This is an optimization exercise on Yosys and OpenROAD, whose aim is small area and a short achievable clock period, not a production implementation. RTL that was checked went through simulation tests only; none was proved equivalent to the original. Power is estimated from default activity; no workload was simulated.

## the baseline
## cordic
module cordic (
    input wire signed [31:0] angle,
    input wire clk, reset,
    output wire signed [31:0] x, y
);
Size in the first run: about 670 cells after synthesis, about 99 flip-flops, about 98 I/O pins.
clock: 5.0 ns
lec_check: 0
abc_area: 1
cap_margin: 20
core_margin: 2
core_utilization: 60
cts_buf_list: sky130_fd_sc_hd__clkbuf_4 sky130_fd_sc_hd__clkbuf_8
cts_cluster_diameter: 80
cts_cluster_size: 40
setup_slack_margin: 2.85
slew_margin: 20
standard.sh (not shown) runs the stock make flow with config.mk's settings and CLKGATE_MAP_FILE= SYNTH_SCRIPT=/design/flow/synth_recipe.tcl, a recipe that flattens the netlist after the stock synthesis.
==> flow/flow/run.sh <==
#!/bin/bash
# Standard ORFS layout, except that the port buffers are plain buffers
# (buf_1) instead of the delay cells buffer_ports picks by default.
set -euo pipefail
export BUFFER_PORTS_ARGS="-buffer_cell sky130_fd_sc_hd__buf_1"
bash standard.sh finish > flow_standard.log 2>&1
The inputs of the candidate differ from those of the baseline as listed below.
- a deleted CTS_CLUSTER_DIAMETER that had been 80
- a deleted CTS_CLUSTER_SIZE that had been 40
- a change of SETUP_SLACK_MARGIN from 2.85 to 2.8
Findings:
Per the comparison of the candidate with the baseline, number of setup violations in the final report did not really move, final area did not really move, power did not really move.

---

Another version of the RTL of cordic (not shown whole).
Size: roughly 660 cells after synthesis, about 99 flip-flops, about 5000 um2 of cells after synthesis.
export LEC_CHECK = 0
export ABC_AREA = 1
export CAP_MARGIN = 20
export CORE_MARGIN = 2
export CORE_UTILIZATION = 60
export CTS_BUF_LIST = sky130_fd_sc_hd__clkbuf_4 sky130_fd_sc_hd__clkbuf_8
export SETUP_SLACK_MARGIN = 3.0
export SLEW_MARGIN = 20
create_clock -name core_clock -period 5.0 [get_ports {clk}]
Scripts as last shown in full above: flow/flow/run.sh
Rerun with:
- CORE_UTILIZATION: 60 -> 50
- SETUP_SLACK_MARGIN: 3.0 -> 2.7
The changed run passed the timing, design-rule and antenna checks. Setup slack loses 0.14 ns. Hold slack gains 0.0077 ns. Sequential cell count does not change. Power went down by 2.8%. Count of clock-buffer cells in the layout does not change. Wire length went down by 10%. Cell area went down by 12%. Critical path depth went up by 8. Sequential share of layout area went up by 4.2 points.
No functional check of the RTL was part of any run of this note.

---

Another version of the RTL of cordic (not shown whole).
Size: about 610 cells after synthesis, ~99 flip-flops, about 98 I/O pins, ~0.0053 mm^2 of cells after synthesis.
Settings: LEC_CHECK=0, CAP_MARGIN=20, CORE_MARGIN=2, CORE_UTILIZATION=40, SETUP_SLACK_MARGIN=2.7, SLEW_MARGIN=20; clock period 5.0 ns.
==> flow/flow/run.sh <==
#!/bin/bash
# Standard ORFS layout, except that the port buffers are plain buffers
# (buf_2) instead of the delay cells buffer_ports picks by default.
set -euo pipefail
export BUFFER_PORTS_ARGS="-buffer_cell sky130_fd_sc_hd__buf_2"
bash standard.sh finish > flow_standard.log 2>&1
The starting point finished clean.
Change:
- CORE_UTILIZATION: 40 -> 60
- CTS_BUF_LIST: default -> sky130_fd_sc_hd__clkbuf_4 sky130_fd_sc_hd__clkbuf_8
After rerunning: Cell area is lower by 4.2%; via count stays flat; setup slack gets better by 0.043 ns; clock-buffer cell count is lower by 1; maximum frequency is higher by 1.8%; utilization is higher by 21 points; routed wire length is higher by 1.4%; total power is lower by 13%; area after synthesis does not change.

---

RTL: one of the versions met above, not the one the previous note started from.
Size in the first run: about 99 flip-flops.
==> flow/design.v (excerpt) <==
module cordic (
    input wire signed [31:0] angle,
    input wire clk, reset,
    output wire signed [31:0] x, y
);
Settings: LEC_CHECK=0, ABC_AREA=1, CAP_MARGIN=20, CORE_MARGIN=2, CORE_UTILIZATION=65, CTS_BUF_LIST=sky130_fd_sc_hd__clkbuf_4 sky130_fd_sc_hd__clkbuf_8, SETUP_SLACK_MARGIN=2.85, SLEW_MARGIN=20; clock period 5.0 ns.
==> flow/flow/run.sh <==
#!/bin/bash
# Standard ORFS layout, except that the port buffers are plain buffers
# (buf_1) instead of the delay cells buffer_ports picks by default.
set -euo pipefail
export BUFFER_PORTS_ARGS="-buffer_cell sky130_fd_sc_hd__buf_1"
bash standard.sh finish > flow_standard.log 2>&1
The first run ran to the end with no violations.
Change:
CORE_UTILIZATION = 60   (was 65)
SETUP_SLACK_MARGIN = 2.9   (was 2.85)
The changed run finished with timing, DRC and antenna clean.
Register-to-register slack gains 0.07 ns.
Setup slack gains 0.059 ns.
Global-route usage falls by 1.5 points.
Clock-buffer cell count fell by 1.
Sequential cell count does not change.
Routed wire length goes up slightly.
Change:
CAP_MARGIN = 0   (was 20)
SLEW_MARGIN = 0   (was 20)
Outcome: Total power is unchanged; die area stays the same; register-to-register slack is about the same; hold slack is unchanged; non-clock buffer count is unchanged; synthesized cell count does not change; combinational power is about the same; cell count stays the same; first-iteration DRC count does not change; design area does not change; setup slack does not change.
Change:
CAP_MARGIN = 20   (was 0)
SETUP_SLACK_MARGIN = 2.85   (was 2.9)
SLEW_MARGIN = 20   (was 0)
SYNTH_HIERARCHICAL = 1   (was unset)
Result: Maximum frequency falls by about 0.8%. Synthesized area rises by about 9%. Design area rises by about 6.5%. Wire length rises by about 5%. Sequential cell count is unchanged. Total power rises by 1.2%. Cell count rises by 7.3%. Sequential power stays flat. Core utilization falls by 0.45 points.

---

Starting RTL as in the previous note.
clock: 5.0 ns
lec_check: 0
abc_area: 1
cap_margin: 20
core_margin: 2
core_utilization: 60
cts_buf_list: sky130_fd_sc_hd__clkbuf_4 sky130_fd_sc_hd__clkbuf_8
setup_slack_margin: 2.9
slew_margin: 20
tns_end_percent: 100
Scripts as last shown in full above: flow/flow/run.sh
Then changed:
==> flow/flow/run.sh (replaced) <==
#!/bin/bash
# Standard ORFS layout, except that the port buffers are plain buffers
# (buf_2) instead of the delay cells buffer_ports picks by default.
set -euo pipefail
export BUFFER_PORTS_ARGS="-buffer_cell sky130_fd_sc_hd__buf_2"
bash standard.sh finish > flow_standard.log 2>&1
- ABC_AREA: 1 -> unset
- SETUP_SLACK_MARGIN: 2.9 -> 2.7
- TNS_END_PERCENT: 100 -> unset
=>
- non-clock buffer count increases by 5
- die area decreases by 0.40%
- first-iteration DRC count decreases by 11%
- setup slack got worse by 0.42 ns
- count of clock-buffer cells in the layout climbs by 1
- core utilization went up by 3.9 points
Then changed:
==> flow/flow/run.sh (replaced) <==
#!/bin/bash
# Standard ORFS layout, except that the port buffers are plain buffers
# (buf_1) instead of the delay cells buffer_ports picks by default.
set -euo pipefail
export BUFFER_PORTS_ARGS="-buffer_cell sky130_fd_sc_hd__buf_1"
bash standard.sh finish > flow_standard.log 2>&1
- ABC_AREA: unset -> 1
- CAP_MARGIN: 20 -> 10
- SETUP_SLACK_MARGIN: 2.7 -> 2.9
- SLEW_MARGIN: 20 -> 10
After rerunning: The new run finished with timing, DRC and antenna clean. Final cell count rises by about a fifth. Register-to-register slack gets better by 0.29 ns. Total power decreases slightly. Count of clock-buffer cells in the layout decreases by 1. Critical path depth shrinks by 6. Worst setup slack gets better by 0.42 ns. Sequential share of layout area goes up by 2.1 points. Clock skew hardly moves. Via count grows by a little under a tenth. Routed wire length went down by a few percent. Combinational power hardly moves.
Then changed:
- CAP_MARGIN: 10 -> 20
- SETUP_SLACK_MARGIN: 2.9 -> 2.85
- SLEW_MARGIN: 10 -> 20
What happened:
- sequential power is about the same
- critical path depth climbs by 7
- cell area goes down by 0.93%
- global-route usage is unchanged
- power stays flat
- wire length barely changes
- worst hold slack hardly moves
- sequential cell count does not change
- combinational power is about the same
- synthesized area is unchanged

---

JK:
cordic with an RTL version that a note above also has.
Size: roughly 99 flip-flops, roughly 98 I/O pins, ~5000 µm² of cells after synthesis.
clock: 5.0 ns
lec_check: 0
abc_area: 1
cap_margin: 20
core_margin: 2
core_utilization: 60
cts_buf_list: sky130_fd_sc_hd__clkbuf_4 sky130_fd_sc_hd__clkbuf_8
setup_slack_margin: 2.85
slew_margin: 20
==> flow/flow/run.sh <==
#!/bin/bash
# Standard ORFS layout, except that the port buffers are plain buffers
# (buf_1) instead of the delay cells buffer_ports picks by default.
set -euo pipefail
export BUFFER_PORTS_ARGS="-buffer_cell sky130_fd_sc_hd__buf_1"
bash standard.sh finish > flow_standard.log 2>&1
Looking at the reports, JK completed the entire flow and the layout it produced met the timing, design-rule and antenna checks.
## Diff of input files: MS against JK
# JK
export LEC_CHECK = 0
export ABC_AREA = 1
export CAP_MARGIN = 20
export CORE_MARGIN = 2
export CORE_UTILIZATION = 60
export CTS_BUF_LIST = sky130_fd_sc_hd__clkbuf_4 sky130_fd_sc_hd__clkbuf_8
export SETUP_SLACK_MARGIN = 2.85
export SLEW_MARGIN = 20
create_clock -name core_clock -period 5.0 [get_ports {clk}]
# MS
export LEC_CHECK = 0
export ABC_AREA = 1
export CAP_MARGIN = 20
export CORE_MARGIN = 2
export CORE_UTILIZATION = 60
export CTS_BUF_LIST = sky130_fd_sc_hd__clkbuf_4 sky130_fd_sc_hd__clkbuf_8
export SETUP_SLACK_MARGIN = 2.9
export SLEW_MARGIN = 20
create_clock -name core_clock -period 5.0 [get_ports {clk}]
[summary]
Instance count on the critical path: lower on JK. MS vs. JK: worst hold slack across all endpoints essentially unchanged, post-synthesis cell type count essentially unchanged. Re async set-or-reset flop fraction in the synthesized netlist: no difference whatsoever between MS and JK. The final design area excluding fillers of MS exceeds that of JK by 2.0%. Relative slew slack delta (MS − JK): unfavourable. Going from JK to MS, the post-synthesis to final-layout area growth was found to have gone up by 2.1 points. Final wirelength on MS is up relative to JK.
No functional check of the RTL was part of any run of this note.

---

== exp/amber ==
cordic with an RTL version that a note above also has.
Size: roughly 98 I/O pins, ~5000 sq um of cells after synthesis.
==> flow/config.mk <==
export PLATFORM = sky130hd
export DESIGN_NAME = cordic
export DESIGN_NICKNAME = cordic
export VERILOG_FILES = /design/flow/design.v
export SDC_FILE = /design/flow/constraint.sdc
export NUM_CORES = 4
export LEC_CHECK = 0
export ABC_AREA = 1
export CAP_MARGIN = 20
export CORE_MARGIN = 2
export CORE_UTILIZATION = 60
export CTS_BUF_LIST = sky130_fd_sc_hd__clkbuf_4 sky130_fd_sc_hd__clkbuf_8
export SETUP_SLACK_MARGIN = 2.7
export SLEW_MARGIN = 20
==> flow/constraint.sdc <==
create_clock -name core_clock -period 5.0 [get_ports {clk}]
set_input_delay 1.0000 -clock core_clock [delete_from_list [all_inputs] [get_ports {clk}]]
set_output_delay 1.0000 -clock core_clock [all_outputs]
set_load 0.01 [all_outputs]
Scripts as last shown in full above: flow/flow/run.sh
Modified inputs, exp/garnet compared to exp/amber
Settings: changing CORE_UTILIZATION from 60 to 65; changing SETUP_SLACK_MARGIN from 2.7 to 2.9.
--- outcome ---
- exp/garnet against exp/amber: met3 capacity usage during global routing down 0.70 points, area occupied by multi-input gates up about 1.2%, met3 wire length up 20%, switching part of the total up 0.72 points, hold slack down 3.2 ps.
Modified inputs, exp/xenon compared to exp/garnet
Settings: CORE_UTILIZATION now 60, was 65; GPL_TIMING_DRIVEN now 0, previously not set.
## What came out
- exp/xenon | stages: all done | timing, DRC, antenna: all pass
- Relative to exp/garnet, the number of cells in the finished layout apart from fillers of exp/xenon is higher by about 8%.
- Taking exp/xenon as 1.0, exp/garnet lands at 0.926 on area of the die.
- exp/garnet has higher pin count of the biggest net entering global routing than exp/xenon.
- | final instance area | higher: exp/xenon |
- Looking at worst path setup slack after routing, exp/xenon sits below exp/garnet.
- exp/xenon — worst slew margin relative to its limit 1.6 points higher, exp/garnet as reference
#### Input delta (exp/lagoon over exp/xenon)
Settings: GPL_TIMING_DRIVEN: 0 -> unset; SETUP_SLACK_MARGIN: 2.9 -> 3.0.
## What came out
- Each of the runs, namely exp/xenon and exp/lagoon, reached the end of the flow and came out clean.
- Between exp/xenon and exp/lagoon, the difference in global route total overflow is negligible.
- Delta (exp/lagoon minus exp/xenon): final period utilization lost 1.9 points, cell area after placement moved down, setup slack climbed 93 ps, headroom to the max-slew limit now larger.
- From exp/xenon to exp/lagoon the numbers moved as follows: power in sequential cells did not really move, number of non-clock buffers went down.

[port drivers added, routing unchanged]
Ports are ideal in the flow. The routed layouts listed here were re-timed in OpenROAD. Step 1 sets driving cells, clkbuf_16 on the clock port and buf_2 on the other inputs (assumed; they add their load-dependent delay and slew). Step 2 moves the port delays by t, midway between the first and last clock arrival at a register: inputs arrive t later, outputs are due t later. That takes back most of the time a late clock gives input paths. Three values: ideal ports, drivers, drivers and shift; two values: the first two.
run | shift t [ns] | slack for setup (ns) | worst setup path at the end | clock arrival spread, ns | pins driven straight from the clock port
the baseline | 0.386 | 2.962 / 2.962 / 2.663 | input to register | 0.012 / 0.011 | 1
the candidate | 0.388 | 2.941 / 2.941 / 2.663 | input to register | 0.015 / 0.014 | 1
the first run of note 2 | 0.391 | 2.981 / 2.948 / 2.677 | input to register | 0.015 / 0.015 | 1
the second run of note 2 | 0.387 | 2.843 / 2.853 / 2.468 | input to register | 0.012 / 0.012 | 1
the first run of note 3 | 0.378 | 2.613 / 2.634 / 2.256 | input to register | 0.008 / 0.008 | 1
the second run of note 3 | 0.394 | 2.656 / 2.668 / 2.275 | input to register | 0.015 / 0.015 | 1
the first run of note 4 | 0.390 | 2.935 / 2.948 / 2.558 | input to register | 0.012 / 0.013 | 1
the second run of note 4 | 0.386 | 2.994 / 2.964 / 2.664 | input to register | 0.014 / 0.014 | 1
the third run of note 4 | 0.386 | 2.994 / 2.964 / 2.664 | input to register | 0.014 / 0.014 | 1
the fourth run of note 4 | 0.384 | 2.978 / 2.950 / 2.650 | input to register | 0.020 / 0.020 | 1
the first run of note 5 | 0.386 | 2.994 / 2.964 / 2.664 | input to register | 0.014 / 0.014 | 1
the second run of note 5 | 0.391 | 2.572 / 2.554 / 2.163 | input to register | 0.009 / 0.009 | 1
the third run of note 5 | 0.386 | 2.994 / 2.964 / 2.664 | input to register | 0.014 / 0.014 | 1
the fourth run of note 5 | 0.386 | 2.962 / 2.962 / 2.663 | input to register | 0.012 / 0.011 | 1
JK | 0.388 | 2.839 / 2.839 / 2.600 | input to register | 0.016 / 0.017 | 1
MS | 0.385 | 2.985 / 2.969 / 2.611 | input to register | 0.015 / 0.015 | 1
exp/amber | 0.387 | 2.905 / 2.886 / 2.554 | input to register | 0.016 / 0.016 | 1
exp/garnet | 0.390 | 2.984 / 2.949 / 2.658 | input to register | 0.012 / 0.012 | 1
exp/xenon | 0.390 | 2.853 / 2.823 / 2.623 | input to register | 0.016 / 0.016 | 1
exp/lagoon | 0.396 | 2.946 / 2.916 / 2.715 | input to register | 0.017 / 0.017 | 1
After both steps setup and hold are still met in every run listed. For the second run of note 5, which loses most, drivers alone change the setup slack by -0.018 ns; drivers and shift together by -0.409 ns.
